This design comes from an exercise in tuning for small area and a short achievable clock period on the open sky130 flow, not from production work. The RTL was checked by simulation tests, not by an equivalence proof against the original design.

==> flow/design.v <==
module FPU_normalize (
    input [24:0] src,
    output [22:0] result,
    output [4:0] shifted
);
wire [24:0] layer_0 = src;
wire [24:0] layer_1 = layer_0[24:9]  == 0 ? { layer_0[8:0], 16'd0 } : layer_0;
wire [24:0] layer_2 = layer_1[24:17] == 0 ? { layer_1[16:0], 8'd0 } : layer_1;
wire [24:0] layer_3 = layer_2[24:21] == 0 ? { layer_2[20:0], 4'd0 } : layer_2;
wire [24:0] layer_4 = layer_3[24:23] == 0 ? { layer_3[22:0], 2'd0 } : layer_3;
wire [22:0] layer_5 = layer_4[24]    == 0 ? layer_4[22:0] : layer_4[23:1];
assign result = layer_5;
assign shifted = { layer_0[24:9] == 0, layer_1[24:17] == 0, layer_2[24:21] == 0, layer_3[24:23] == 0, layer_4[24] == 0 };
endmodule
module FPU_CAL (clk, s1, s2, s3, A, B, sel, round_mode, error, over_flow, Y, q_we, q_n);
input clk, s1, s2, s3;
input [31:0] A, B;
input [1:0] sel;
input round_mode;
output error, over_flow;
output [31:15] Y;
output q_we;		 
output [21:0] q_n;
localparam [30:0] INF = 31'b11111111_00000000000000000000000;
wire is_add = ~sel[1];
wire is_mul = sel == 2'b10;
wire is_div = sel == 2'b11;
wire S1 = A[31], S2 = B[31];
wire [7:0] E1 = A[30:23], E2 = B[30:23];
wire [22:0] M1 = A[22:0], M2 = B[22:0];
wire [23:0] X = {1'b1, M1};
wire [23:0] Yb = {1'b1, M2};
reg [26:0] SR, CR;	 
reg cin_r;		 
wire [10:0] QV = A[21:11];
wire [10:0] QM = A[10:0];
reg abig_r;
reg am_zero;	 
function [31:0] csa_s(input [31:0] a, input [31:0] b, input [31:0] c);
	csa_s = a ^ b ^ c;
endfunction
function [31:0] csa_c(input [31:0] a, input [31:0] b, input [31:0] c);
	csa_c = {(a[30:0] & b[30:0]) | (a[30:0] & c[30:0]) | (b[30:0] & c[30:0]), 1'b0};
endfunction
function [30:0] bk_gen31(input [30:0] g, input [30:0] p);
	reg [30:0] G, P;
	integer s, i;
	begin
		G = g;
		P = p;
		for (s = 1; s < 31; s = s * 2)
			for (i = 2 * s - 1; i < 31; i = i + 2 * s) begin
				G[i] = G[i] | (P[i] & G[i - s]);
				P[i] = P[i] & P[i - s];
			end
		for (s = 8; s >= 1; s = s / 2)
			for (i = 3 * s - 1; i < 31; i = i + 2 * s) begin
				G[i] = G[i] | (P[i] & G[i - s]);
				P[i] = P[i] & P[i - s];
			end
		bk_gen31 = G;
	end
endfunction
wire [5:0] chunk = s1 ? Yb[5:0] : s2 ? Yb[11:6] : s3 ? Yb[17:12] : Yb[23:18];
wire [5:0] mb = chunk & {6{is_mul}};
wire [31:0] pp0 = mb[0] ? {8'b0, X}      : 32'b0;
wire [31:0] pp1 = mb[1] ? {7'b0, X, 1'b0} : 32'b0;
wire [31:0] pp2 = mb[2] ? {6'b0, X, 2'b0} : 32'b0;
wire [31:0] pp3 = mb[3] ? {5'b0, X, 3'b0} : 32'b0;
wire [31:0] pp4 = mb[4] ? {4'b0, X, 4'b0} : 32'b0;
wire [31:0] pp5 = mb[5] ? {3'b0, X, 5'b0} : 32'b0;
wire [31:0] TS = {7'b0, SR[24:0]};
wire [31:0] pp0x = pp0 | {7'b0, CR[24:0]};
wire [31:0] sa = csa_s(pp0x, pp1, pp2);
wire [31:0] ca = csa_c(pp0x, pp1, pp2) | {31'b0, cin_r};
wire [31:0] sb = csa_s(pp3, pp4, pp5);
wire [31:0] cb = csa_c(pp3, pp4, pp5);
wire [31:0] sc = csa_s(TS, sa, ca);
wire [31:0] cc = csa_c(TS, sa, ca);
wire [31:0] sd = csa_s(sb, cb, sc);
wire [31:0] cd = csa_c(sb, cb, sc);
wire [31:0] MS = csa_s(cc, sd, cd);
wire [31:0] MC = csa_c(cc, sd, cd);
wire [30:0] Rp = MS[30:0] ^ MC[30:0];
wire [30:0] Rg = bk_gen31(MS[30:0] & MC[30:0], Rp);
wire [30:0] R = Rp ^ {Rg[29:0], 1'b0};
localparam [55:0] T2  = {7'd23, 7'd21, 7'd19, 7'd18, 7'd16, 7'd15, 7'd14, 7'd12};
localparam [55:0] T1  = {7'd7, 7'd6, 7'd6, 7'd6, 7'd5, 7'd4, 7'd4, 7'd3};
localparam [55:0] T0  = {7'd119, 7'd120, 7'd121, 7'd121, 7'd122, 7'd122, 7'd122, 7'd123};
localparam [55:0] TN1 = {7'd104, 7'd106, 7'd107, 7'd108, 7'd110, 7'd112, 7'd113, 7'd115};
function [2:0] srt4_sel(input [6:0] est, input [2:0] di);
	reg signed [6:0] e;
	reg signed [6:0] m2, m1, m0, mn1;
	begin
		e = est;
		m2  = T2[di*7 +: 7];
		m1  = T1[di*7 +: 7];
		m0  = T0[di*7 +: 7];
		mn1 = TN1[di*7 +: 7];
		if (e >= m2)       srt4_sel = 3'b011;
		else if (e >= m1)  srt4_sel = 3'b001;
		else if (e >= m0)  srt4_sel = 3'b000;
		else if (e >= mn1) srt4_sel = 3'b101;
		else               srt4_sel = 3'b111;
	end
endfunction
function [52:0] srt4_row(input [26:0] S4, input [26:0] C4, input [23:0] D);
	reg [6:0] est;
	reg [2:0] q;
	reg [26:0] mlt, ad;
	reg [24:0] Sn, Cn;
	begin
		est = S4[26:20] + C4[26:20];
		q = srt4_sel(est, D[22:20]);
		mlt = q[1] ? {2'b00, D, 1'b0} : {3'b000, D};
		ad = ~q[0] ? 27'b0 : (q[2] ? mlt : ~mlt);
		Sn = S4[24:0] ^ C4[24:0] ^ ad[24:0];
		Cn = {(S4[23:0] & C4[23:0]) | (S4[23:0] & ad[23:0]) | (C4[23:0] & ad[23:0]), q[0] & ~q[2]};
		srt4_row = {q, Sn, Cn};
	end
endfunction
wire [26:0] dS0 = {SR[24:0], 2'b00} | {3'b000, X & {24{s1}}};
wire [26:0] dC0 = {CR[24:0], 2'b00};
wire [52:0] st1 = srt4_row(dS0, dC0, Yb);
wire [52:0] st2 = srt4_row({st1[49:25], 2'b00}, {st1[24:0], 2'b00}, Yb);
wire [4:0] qa = ~st1[50] ? 5'd0 : st1[52] ? (st1[51] ? 5'd24 : 5'd28) : (st1[51] ? 5'd8 : 5'd4);
wire [4:0] qb = ~st2[50] ? 5'd0 : st2[52] ? (st2[51] ? 5'd30 : 5'd31) : (st2[51] ? 5'd2 : 5'd1);
wire [4:0] v = qa + qb;
wire [4:0] vm1 = v - 5'd1;
wire qsel0 = ~v[4];			 
wire qsel1 = ~v[4] & (v != 5'd0);	 
wire [6:0] qv0 = s1 ? 7'd0 : QV[6:0];
wire [6:0] qm0 = s1 ? 7'h7f : QM[6:0];
assign q_we = is_div & (s1 | s2 | s3);
assign q_n = {qsel0 ? qv0 : qm0, v[3:0], qsel1 ? qv0 : qm0, vm1[3:0]};
wire abig = A[30:0] > B[30:0];
wire [7:0] Eb = abig ? E1 : E2;
wire [7:0] Es = abig ? E2 : E1;
wire [22:0] Mb = abig ? M1 : M2;
wire [22:0] Ms = abig ? M2 : M1;
wire [7:0] shamt = Eb - Es;
wire [24:0] sml = (shamt[7:5] != 3'b0) ? 25'b0 : {2'b01, Ms} >> shamt[4:0];
wire eff_sub = S1 ^ S2 ^ sel[0];
always @(posedge clk) begin
	if (~(s1 | s2 | s3)) begin
		SR <= 27'b0;
		CR <= 27'b0;
		cin_r <= 1'b0;
	end
	else if (is_mul) begin
		SR <= {2'b00, R[30:6]};
		CR <= 27'b0;
		cin_r <= 1'b0;
	end
	else if (is_div) begin
		SR <= {2'b00, st2[49:25]};
		CR <= {2'b00, st2[24:0]};
		cin_r <= 1'b0;
	end
	else if (s1) begin
		SR <= {4'b0001, Mb};
		CR <= {2'b00, eff_sub ? ~sml : sml};
		cin_r <= eff_sub;
	end
	else begin
		SR <= {2'b00, R[24:0]};
		CR <= 27'b0;
		cin_r <= 1'b0;
	end
	if (s1) begin
		abig_r <= abig;
		am_zero <= (M1 == 23'b0);
	end
end
wire A_inf = (E1 == 8'hff) & am_zero;
wire [24:0] M_sum = SR[24:0];
wire [22:0] nres;
wire [4:0] shifted;
FPU_normalize fpu_normalize(M_sum, nres, shifted);
wire [7:0] Emax = abig_r ? E1 : E2;
wire S_add = S1 ^ (~abig_r & eff_sub);
wire add_zero = (M_sum == 25'b0) || ({1'b0, Emax} < {4'b0, shifted});
wire add_nan = A_inf && (B[30:0] == INF) && eff_sub;
wire P47 = R[29];
wire [7:0] m_mul = P47 ? R[28:21] : R[27:20];
wire [1:0] r_mul = P47 ? R[21:20] : R[20:19];
wire mul_nan = ((E1 == 8'b0) && (B[30:0] == INF)) || (A_inf && (E2 == 8'b0));
wire mul_inf = A_inf || (B[30:0] == INF);
wire mul_zero = (E1 == 8'b0) || (E2 == 8'b0) || Ec[9];	 
wire neg = R[24];
wire [10:0] Q10 = neg ? QM : QV;
wire [7:0] m_div = Q10[10] ? Q10[9:2] : Q10[8:1];
wire [1:0] r_div = Q10[10] ? Q10[2:1] : Q10[1:0];
wire div_nan = (A_inf && (B[30:0] == INF)) || ((E1 == 8'b0) && (E2 == 8'b0));
wire div_inf = (E2 == 8'b0);
wire div_zero = (E1 <= E2 - 8'b0111_1111);
wire sp_nan  = is_add ? add_nan : is_mul ? mul_nan : div_nan;
wire sp_inf  = ~is_add & (is_mul ? mul_inf : div_inf);
wire sp_zero = is_add ? add_zero : (is_mul ? mul_zero : div_zero);
wire [9:0] eA = {2'b0, is_add ? Emax : E1};
wire [9:0] eB = is_add ? {5'b11111, ~shifted} : is_mul ? {2'b0, E2} : ~{2'b0, E2};
wire [9:0] eK = is_add ? 10'd2 : is_mul ? 10'h381 : 10'd127;
wire [9:0] Ec = eA + eB + eK;
wire [8:0] Ec0 = Ec[8:0];
wire [7:0] Ec1 = Ec0[7:0] + 8'd1;
wire ovf0 = Ec0 >= 9'd255;
wire ovf1 = (Ec0 >= 9'd254) & (Ec0 != 9'd511);
wire zr0 = ~is_add & (Ec0 == 9'd0);
wire zr1 = ~is_add & (Ec0 == 9'd511);
wire late = ~is_add & (is_mul ? P47 : Q10[10]);
wire [7:0] Ef = late ? Ec1 : Ec0[7:0];
wire e_ovf = late ? ovf1 : ovf0;
wire e_zero = late ? zr1 : zr0;
wire S_md = S1 ^ S2;
wire sgn = is_add ? S_add : S_md;
wire [7:0] mant = is_add ? nres[22:15] : is_mul ? m_mul : m_div;
wire [1:0] rbits = is_add ? M_sum[15:14] : is_mul ? r_mul : r_div;
wire rnd = (rbits == 2'b11) & ~round_mode;
wire [7:0] mant_i = {mant[7] ^ (&mant[6:0]), mant[6] ^ (&mant[5:0]), mant[5] ^ (&mant[4:0]),
		mant[4] ^ (&mant[3:0]), mant[3] ^ (&mant[2:0]), mant[2] ^ (&mant[1:0]),
		mant[1] ^ mant[0], ~mant[0]};
wire [7:0] mant_r = rnd ? mant_i : mant;
reg [31:15] Yo;
reg err_o, ovf_o;
always @(*) begin
	err_o = 1'b0;
	ovf_o = 1'b0;
	Yo = {sgn, Ef, mant_r};
	if (sp_nan) begin
		Yo = 17'h0ff80; err_o = 1'b1;
	end else if (sp_inf) begin
		Yo = {sgn, 8'hff, 8'h00}; ovf_o = 1'b1;
	end else if (sp_zero) begin
		Yo = {sgn & ~is_add, 16'b0};
	end else if (e_ovf) begin
		Yo = {sgn, 8'hff, 8'h00}; ovf_o = 1'b1;
	end else if (e_zero) begin
		Yo = {sgn, 16'b0};
	end
end
assign Y = Yo;
assign error = err_o;
assign over_flow = ovf_o;
endmodule
module FPU(clk, reset, A, B, sel, round_mode, start, error, over_flow, Y);
input clk, reset;
input [31:0] A, B;
input [1:0] sel;
input round_mode, start;
output error, over_flow;
output [31:0] Y;
reg s1, s2, s3, s4;
always @(posedge clk, negedge reset) begin
	if (~reset) {s1, s2, s3, s4} <= 4'b0;
	else        {s1, s2, s3, s4} <= {start, s1, s2, s3};
end
reg [31:0] A_r, B_r;
reg [1:0] sel_r;
reg rnd_r;
wire [31:15] Y_n;
wire error_n, over_flow_n;
wire q_we;
wire [21:0] q_n;
wire busy = s1 | s2 | s3;
always @(posedge clk) begin
	if (start) begin
		A_r[31:15] <= A[31:15];
		B_r[1:0] <= B[1:0];
	end
	else if (s4) begin
		A_r[31:15] <= Y_n;
		B_r[1:0] <= {error_n, over_flow_n};
	end
	else if (q_we) begin
		A_r[21:15] <= q_n[21:15];
	end
	if (~busy) begin
		A_r[14:0] <= A[14:0];
		B_r[31:2] <= B[31:2];
		sel_r <= sel;
		rnd_r <= round_mode;
	end
	else if (q_we) begin
		A_r[14:0] <= q_n[14:0];
	end
end
FPU_CAL fpu_cal(clk, s1, s2, s3, A_r, B_r, sel_r, rnd_r, error_n, over_flow_n, Y_n, q_we, q_n);
assign Y = {A_r[31:15], 15'b0};
assign error = B_r[1];
assign over_flow = B_r[0];
endmodule
==> flow/flow/run.sh <==
#!/bin/bash
# Layout flow:
#  1. the standard synthesis (standard.sh; ABC area script set in config.mk);
#  2. five rounds of: flow/polarity.py (full adders are self-dual, so each
#     one's polarity is chosen to need as few inverters as possible), then
#     flow/remap.sh (the combinational logic between the registers and full
#     adders (half adders included) is re-mapped by ABC for area (flow/abc_remap.script),
#     which now sees through the dissolved inverters); the smallest of the five netlists is kept.
#     Registers keep their names and cells throughout;
#  4. the standard ORFS floorplan, place, CTS, route and finish, with the timing
#     repair steps asked for a 28.5 ns setup margin at the design's 37 ns clock
#     (paths of about 8.5 ns) and ports buffered with buf_2 cells;
#     the repair may resize cells to any footprint.
# The SDC and the clock period are unchanged. Each tool's output goes to its own
# log here (synth.log, polarity*.log, remap*.log, layout.log) and ORFS's per-step
# logs are under orfs/logs.
set -euo pipefail
RES=$PWD/orfs/results/sky130hd/FPU/base
bash standard.sh $RES/1_2_yosys.v > synth.log 2>&1
cp $RES/1_2_yosys.v $RES/1_2_yosys_std.v
python3 flow/polarity.py $RES/1_2_yosys_std.v net_p1.v > polarity1.log 2>&1
bash flow/remap.sh net_p1.v net_r1.v remap1
python3 flow/polarity.py net_r1.v net_p2.v > polarity2.log 2>&1
bash flow/remap.sh net_p2.v net_r2.v remap2
python3 flow/polarity.py net_r2.v net_p3.v > polarity3.log 2>&1
bash flow/remap.sh net_p3.v net_r3.v remap3
python3 flow/polarity.py net_r3.v net_p4.v > polarity4.log 2>&1
bash flow/remap.sh net_p4.v net_r4.v remap4
python3 flow/polarity.py net_r4.v net_p5.v > polarity5.log 2>&1
bash flow/remap.sh net_p5.v net_r5.v remap5
# keep the smallest of the five re-mapped netlists
best=$(for i in 1 2 3 4 5; do echo "$(grep 'Chip area' remap$i.log | tail -1 | awk '{print $NF}') net_r$i.v"; done | sort -g | head -1 | awk '{print $2}')
echo "using $best" > remap_choice.log
cp $best $RES/1_2_yosys.v
bash standard.sh SETUP_SLACK_MARGIN=28.5 "BUFFER_PORTS_ARGS=-buffer_cell sky130_fd_sc_hd__buf_2" TNS_END_PERCENT=100 MATCH_CELL_FOOTPRINT=0 finish > layout.log 2>&1
==> flow/flow/abc_remap.script <==
strash
dc2
dch -f
map -a
topo
stime -c
buffer -c
upsize -c
dnsize -c
==> flow/flow/comb_cells.py <==
#!/usr/bin/env python3
"""From yosys' functional models of the liberty cells (cells_all.v), keep the
combinational cells except the full adders, for re-mapping.
usage: comb_cells.py cells_all.v comb_cells.v"""
import re, sys
src = open(sys.argv[1]).read()
keep = []
for text, name in re.findall(r'(module\s+(sky130_fd_sc_hd__\w+)\s*\(.*?endmodule\n)', src, re.S):
    short = name[len('sky130_fd_sc_hd__'):]
    if re.match(r'fa_\d', short):
        continue
    if 'always' in text or re.search(r'\breg\b', text):
        continue
    if re.match(r'(df|edf|sdf|dl|sdl|lpflow|probe|tap|fill|decap|conb|diode|clkdly|dly)', short):
        continue
    keep.append(text)
open(sys.argv[2], 'w').write(''.join(keep))
==> flow/flow/polarity.py <==
#!/usr/bin/env python3
"""Re-assign the polarity of full-adder cells in a mapped sky130 netlist to remove
inverters. A full adder is self-dual (FA(~a,~b,~c) = ~FA(a,b,c) for SUM and COUT),
so a cell may take complemented inputs and give complemented outputs. All
inverters (except those driving module ports) are dissolved, each load is
traced to its true source and polarity, FA polarities are chosen greedily to
minimize the number of inverters that must be rebuilt, and inverters are
re-created only where needed. Registers and all other cells are unchanged.
usage: polarity.py in.v out.v"""
import re, sys
from collections import defaultdict

src = open(sys.argv[1]).read()
m = re.search(r'(module\s+\w+\s*\(.*?\);)(.*?)(endmodule)', src, re.S)
head, body = m.group(1), m.group(2)
cell_re = re.compile(r'^\s*(sky130_fd_sc_hd__\w+)\s+(\S+)\s*\((.*?)\);\s*$', re.S | re.M)
pin_re = re.compile(r'\.(\w+)\(\s*(.*?)\s*\)(?=\s*,|\s*$)', re.S)
decls = []
cells = []
pos = 0
first_cell = None
for cm in cell_re.finditer(body):
    if first_cell is None:
        first_cell = cm.start()
    typ, name, pins = cm.group(1), cm.group(2), cm.group(3)
    pl = [(p, n.strip()) for p, n in pin_re.findall(pins)]
    cells.append([typ, name, pl])
decl_text = re.sub(r'^\s*assign\s+[^;]*;\s*\n', '', body[:first_cell], flags=re.M)
# continuous assignments (yosys writes them after the cells): kept as they are;
# every net they read keeps its true polarity
assigns = re.findall(r'^\s*assign\s+[^;]*;\s*$', body, re.M)
fixed_nets = set()
for a in assigns:
    rhs = a.split('=', 1)[1].rstrip().rstrip(';')
    for tok in re.findall(r'\\\S+|[A-Za-z_][A-Za-z0-9_$]*(?:\s*\[\d+\])?', rhs):
        fixed_nets.add(tok.replace(' ', ''))
tail_text = body[cell_re.finditer(body).__iter__().__next__().start():]  # unused
OUTS = {'X', 'Y', 'Q', 'Q_N', 'SUM', 'COUT', 'HI', 'LO'}
ports_out = set()
for dm in re.finditer(r'^\s*output\s+(\[[^\]]*\]\s*)?(\S+);', decl_text, re.M):
    rng, nm = dm.group(1), dm.group(2)
    if rng:
        hi, lo = map(int, re.findall(r'-?\d+', rng))
        for i in range(min(hi, lo), max(hi, lo) + 1):
            ports_out.add(f'{nm}[{i}]')
    ports_out.add(nm)

def is_inv(t):
    return re.match(r'sky130_fd_sc_hd__(clk)?inv_\d+$', t) is not None
def is_fa(t):
    return re.match(r'sky130_fd_sc_hd__fa_\d+$', t) is not None

driver = {}
for ci, (t, n, pl) in enumerate(cells):
    for p, net in pl:
        if p in OUTS:
            driver[net] = (ci, p)
# inverters that are kept: those driving a module output port
fixed = set()
for ci, (t, n, pl) in enumerate(cells):
    if is_inv(t):
        y = dict(pl)['Y']
        if y in ports_out or y in fixed_nets:
            fixed.add(ci)

def resolve(net):
    """true source net and inversion of a net, looking through removable inverters"""
    k = 0
    seen = 0
    while net in driver and is_inv(cells[driver[net][0]][0]) and driver[net][0] not in fixed:
        net = dict(cells[driver[net][0]][2])['A']
        k ^= 1
        seen += 1
        if seen > 100:
            raise SystemExit('inverter loop')
    return net, k

# loads: (cell index, pin) -> (source net, k)
loads = []
for ci, (t, n, pl) in enumerate(cells):
    if is_inv(t) and ci not in fixed:
        continue
    for p, net in pl:
        if p in OUTS or not net or net.startswith("1'") :
            continue
        s, k = resolve(net)
        loads.append((ci, p, s, k))
by_src = defaultdict(list)
for L in loads:
    by_src[L[2]].append(L)
fa_cells = [ci for ci, c in enumerate(cells) if is_fa(c[0])
            and not any(p in OUTS and net in fixed_nets for p, net in c[2])]
flip = defaultdict(int)
def src_flip(s):
    d = driver.get(s)
    return flip[d[0]] if d and is_fa(cells[d[0]][0]) else 0
def cost(s):
    fs = src_flip(s)
    for (ci, p, _, k) in by_src[s]:
        if k ^ (flip[ci] if is_fa(cells[ci][0]) else 0) ^ fs:
            return 1
    return 0
def touched(ci):
    ss = set()
    for p, net in cells[ci][2]:
        if p in OUTS:
            ss.add(net)
        else:
            ss.add(resolve(net)[0])
    return ss
before = sum(cost(s) for s in by_src)
improved = True
passes = 0
while improved and passes < 50:
    improved = False
    passes += 1
    for ci in fa_cells:
        ss = touched(ci)
        c0 = sum(cost(s) for s in ss)
        flip[ci] ^= 1
        c1 = sum(cost(s) for s in ss)
        if c1 < c0:
            improved = True
        else:
            flip[ci] ^= 1
after = sum(cost(s) for s in by_src)
n_inv_orig = sum(1 for c in cells if is_inv(c[0]))
sys.stderr.write(f'inverters: {n_inv_orig} originally ({len(fixed)} kept); needed {before} before flips, {after} after {passes} passes\n')

# rebuild
invnet = {}
new_cells = []
new_wires = []
# fresh names: continue after any _polinv<N>_ / _polinvc<N>_ already in the netlist
cnt = [max([int(x) for x in re.findall(r'_polinvc?(\d+)_', src)] + [0])]
def inv_of(s):
    if s not in invnet:
        cnt[0] += 1
        nn = f'_polinv{cnt[0]}_'
        invnet[s] = nn
        new_wires.append(nn)
        new_cells.append(['sky130_fd_sc_hd__inv_1', f'_polinvc{cnt[0]}_', [('A', s), ('Y', nn)]])
    return invnet[s]
out_cells = []
for ci, (t, n, pl) in enumerate(cells):
    if is_inv(t) and ci not in fixed:
        continue
    f = flip[ci] if is_fa(t) else 0
    npl = []
    for p, net in pl:
        if p in OUTS or not net or net.startswith("1'"):
            npl.append((p, net))
            continue
        s, k = resolve(net)
        need = k ^ f ^ src_flip(s)
        npl.append((p, inv_of(s) if need else s))
    out_cells.append([t, n, npl])
def fmt(c):
    t, n, pl = c
    esc = lambda x: x + ' ' if x.startswith('\\') else x
    return f'  {t} {esc(n)} (\n' + ',\n'.join(f'    .{p}({esc(net)})' for p, net in pl) + '\n  );\n'
out = head + decl_text + ''.join(f'  wire {w};\n' for w in new_wires) + ''.join(fmt(c) for c in out_cells + new_cells) + ''.join(a.rstrip() + '\n' for a in assigns) + 'endmodule\n'
open(sys.argv[2], 'w').write(src[:m.start()] + out + src[m.end():])
==> flow/flow/remap.sh <==
#!/bin/bash
# remap.sh IN.v OUT.v LOGPREFIX: re-map the combinational logic of a mapped
# netlist with an area-oriented ABC script (flow/abc_remap.script), keeping every register and full
# adder cell (and its instance name) as it is.
set -euo pipefail
IN=$1; OUT=$2; LP=$3
YOSYS=/OpenROAD-flow-scripts/tools/install/yosys/bin/yosys
[ -x $YOSYS ] || YOSYS=yosys
LIB=$FLOW_HOME/platforms/sky130hd/lib/sky130_fd_sc_hd__tt_025C_1v80.lib
if [ ! -f comb_cells.v ]; then
  $YOSYS -q -p "read_liberty -ignore_miss_func $LIB; write_verilog -noattr cells_all.v" > ${LP}_cells.log 2>&1
  python3 flow/comb_cells.py cells_all.v comb_cells.v
fi
DONTUSE=$(grep -m1 "^abc -script" orfs/logs/sky130hd/FPU/base/1_2_yosys.log | grep -o "\-dont_use [^ ]*" | tr '\n' ' ')
cat > ${LP}.ys <<EOS
read_verilog comb_cells.v
read_liberty -lib -ignore_redef $LIB
read_verilog $IN
hierarchy -top $FLOW_TOP
flatten
proc
techmap
opt -fast
opt_clean -purge
abc -script $PWD/flow/abc_remap.script -liberty $LIB $DONTUSE
setundef -zero
splitnets
opt_clean -purge
hilomap -singleton -hicell sky130_fd_sc_hd__conb_1 HI -locell sky130_fd_sc_hd__conb_1 LO
opt_clean -purge
stat -liberty $LIB
write_verilog -noattr -noexpr -nohex -nodec $OUT
EOS
$YOSYS -s ${LP}.ys > ${LP}.log 2>&1
==> flow/standard.sh <==
#!/bin/bash
# synth_recipe.tcl (not shown) runs the flow's synth.tcl, then flattens the netlist and writes it again
# the make line also repeats each setting of config.mk as NAME=value (left out here)
make -C /OpenROAD-flow-scripts/flow DESIGN_CONFIG=/design/flow/config.mk WORK_HOME=/design/flow/orfs CLKGATE_MAP_FILE= SYNTH_SCRIPT=/design/flow/synth_recipe.tcl "${@:-finish}"
==> flow/config.mk <==
export PLATFORM = sky130hd
export DESIGN_NAME = FPU
export DESIGN_NICKNAME = FPU
export VERILOG_FILES = /design/flow/design.v
export SDC_FILE = /design/flow/constraint.sdc
export NUM_CORES = 4
export LEC_CHECK = 0
export ABC_AREA = 1
export CAP_MARGIN = 20
export CORE_MARGIN = 2
export CORE_UTILIZATION = 40
export SLEW_MARGIN = 20
==> flow/constraint.sdc <==
create_clock -name core_clock -period 37.0 [get_ports {clk}]
set_input_delay 7.4000 -clock core_clock [delete_from_list [all_inputs] [get_ports {clk}]]
set_output_delay 7.4000 -clock core_clock [all_outputs]
set_load 0.01 [all_outputs]
==> run summary <==
[worst paths after layout]
kind	startpoint	to	slack [ns]	cells past startpoint
max	A_r[6]	A_r[25]	27.52	47
min	s3	s4	0.48	0
max reg2reg	A_r[6]	A_r[25]	27.52	47
min reg2reg	s3	s4	0.48	0
max in group asynchronous	reset	s1	30.04	1
min in group asynchronous	reset	s3	6.77	1
[state kept, by name, indices dropped and copies added, names as in the netlist]
| signal | cells |
|---|---|
| s4 | 1 |
| s2 | 1 |
| s1 | 1 |
| A_r | 32 |
| fpu_cal.abig_r | 1 |
| fpu_cal.am_zero | 1 |
| rnd_r | 1 |
| fpu_cal.CR | 25 |
| fpu_cal.SR | 25 |
| s3 | 1 |
| fpu_cal.cin_r | 1 |
| B_r | 32 |
| sel_r | 2 |
[routing by layer]
metal	share of wire, %	global-route usage [%]	wire, µm	vias to the layer above
met1	39	51.8	34000	9606
met2	42	58.5	37500	1503
met3	12	10.0	10500	360
met5	0.043	0	38	-
li1	-	-	-	8588
met4	7.1	22.8	6310	6
[area by class of cell]
cell class | instances | area share [%]
multi-input combinational | 1920 | 62.1
tap | 539 | 3.19
timing repair inverter | 1 | 0.0355
inverter | 285 | 5.30
clock inverter | 15 | 0.883
sequential | 124 | 15.1
clock buffer | 17 | 2.01
antenna | 2 | 0.0237
timing repair buffer | 291 | 11.4
[repair_timing]
item | CTS | global route
endpoints found under the hold margin | 0 | 0
cloned | 6 | 1
gates resized for setup | 133 | 131
buffers inserted | 134 | 33
endpoints found under the setup margin | 114 | 85
pin swaps | 50 | 58
[layout by cell type, fill, tap and decap left out, drive strengths merged, types with 22 or more instances in the layout]
cell type  count
nand2        468
nor2         367
o21ai        329
buf          287
inv          271
fa           181
a21oi        130
edfxtp        69
dfxtp         51
o22ai         51
nand3         51
xor2          22
[per-stage QoR]
step / hold WS, ns / cell area [µm²] / utilization [%]
2_1_floorplan: 0.429 / 17100 / -
3_3_place_gp: 0.439 / 18100 / 43.3
3_5_place_dp: 0.455 / 18100 / 43.3
4_1_cts: 0.476 / 20400 / 48.7
5_1_grt: 0.491 / 21100 / 50.5
6_report: 0.482 / 21100 / 50.5
[worst max-delay path: cells and delay by family, from the launching register on]
| kind | cells | cell delay, ns |
|---|---|---|
| buffers and inverters | 14 | 2.33 |
| adder cells (fa/ha/maj) | 5 | 2.72 |
| AO/OA/AOI/OAI | 19 | 2.56 |
| flip-flops | 1 | 0.71 |
| AND/OR/NAND/NOR | 8 | 0.73 |
| XOR/XNOR | 1 | 0.15 |
==> metrics.yaml <==
finish:
  layout-drive-gt1-share_pct: 19.9
  regArea_mm2: 0.00320
  multiInputGateArea_mm2: 0.0131
  instances_no_fill: 3194
  nets: 2891
  n_fill_cell: 4143
  areaGrowthSynthToFinish_pct: 25.0
global_routing:
  grt_pass1_wl_um: 125000
  grtUsageTotal_pct: 39.3
  grt_max_degree: 54
  grt.overflow.total: 0
  antenna_found_initial: 6
  grt_pass1_vias: 18800
route:
  routed_wl_um: 88400
  post-route-drc-count: 0
  vias: 20100
  ant_nets: 0
  vias_per_cell: 6.28
  routedWlPerCell_um: 27.7
  drtIter0Drc: 3207
  drt_pre_antenna_iters: 6
run_status:
  status: "no timing/DRC/antenna violations"
worst_setup_path:
  critPathMaxStageDelay_ns: 0.78
  cp_common_cell: "buf_4"
  cpMaxStageDelayCell: "clkinv_1"
  crit_type: "reg -> reg"
  critPathLaunchType: "flip-flop"
  crit_required_ns: 37.19
  cp-end-kind: "flip-flop"
  arrival_ns: 9.67
  cp_max_fo: 10
place:
  portBuffers: 88
  gp_congestion: 1.05
  place_ws_ns: 25.91
  hpwl_um: 64200
  dp.cells: 2986
sta:
  hold_viol: 0
  finalSetupTns_ns: 0
  grt_setup_unrepaired: "yes"
  tightest_slew_ns: 1.02
  finalSetupViolCount: 0
  setup_slack_ns: 27.52
  slew_headroom_pct: 31.7
  fin_skew_ns: 0.0171
  fmax_ghz: 0.105
  post-route-min-period_ns: 9.48
  finalMaxSlewViolations: 0
  min_period_over_period_pct: 25.6
synth:
  syn-instance-count: 2394
  yosysWarnings: 2
  avgSynthCellArea_um2: 7.06
  synth_area_mm2: 0.0169
floorplanning:
  ios: 104
  die_x_um: 210
  coreArea_mm2: 0.0419
  die_area_mm2: 0.0439
  core.rowCount: 75
  start_util_pct: 40.4
  die_h_um: 210
hold_path:
  hold_class: "reg -> reg"
clock_network:
  cts_buffers: 17
  root_buffer: "clkbuf_16"
  cts.sinks: 124
  clk_pin_slew_ns: 0.08
  h-tree-depth: 4
  clk_path_buf_depth: 2
  holdBufCountCts: 0
  cts_tree: "yes"
  clkLatencyLatePin_ns: 0.46
run:
  cap_violations: 0

-- afterwards: timing with drivers on the ports --
In the flow no input, the clock included, has a driving cell. The finished layout below was timed again as built, in two steps. Step 1, drivers: a clkbuf_16 drives clk and a buf_2 each remaining input, both assumed. Step 2 adds t to the input delays and takes it off the output delays; t is the mean of the earliest and latest rising clock arrival at the registers after step 1. Input paths then give back, and output paths get back, about the clock's delay inside the block. Three values: ideal, step 1, step 2; two values: the first two.
t (ns): 0.510
slack for setup (ns): 27.517 / 27.517 / 27.517
worst hold slack (ns): 0.482 / 0.482 / 0.482
After both steps setup and hold are still met in this run. For this run, drivers alone change the setup slack by 0.000 ns; drivers and shift together by 0.000 ns.
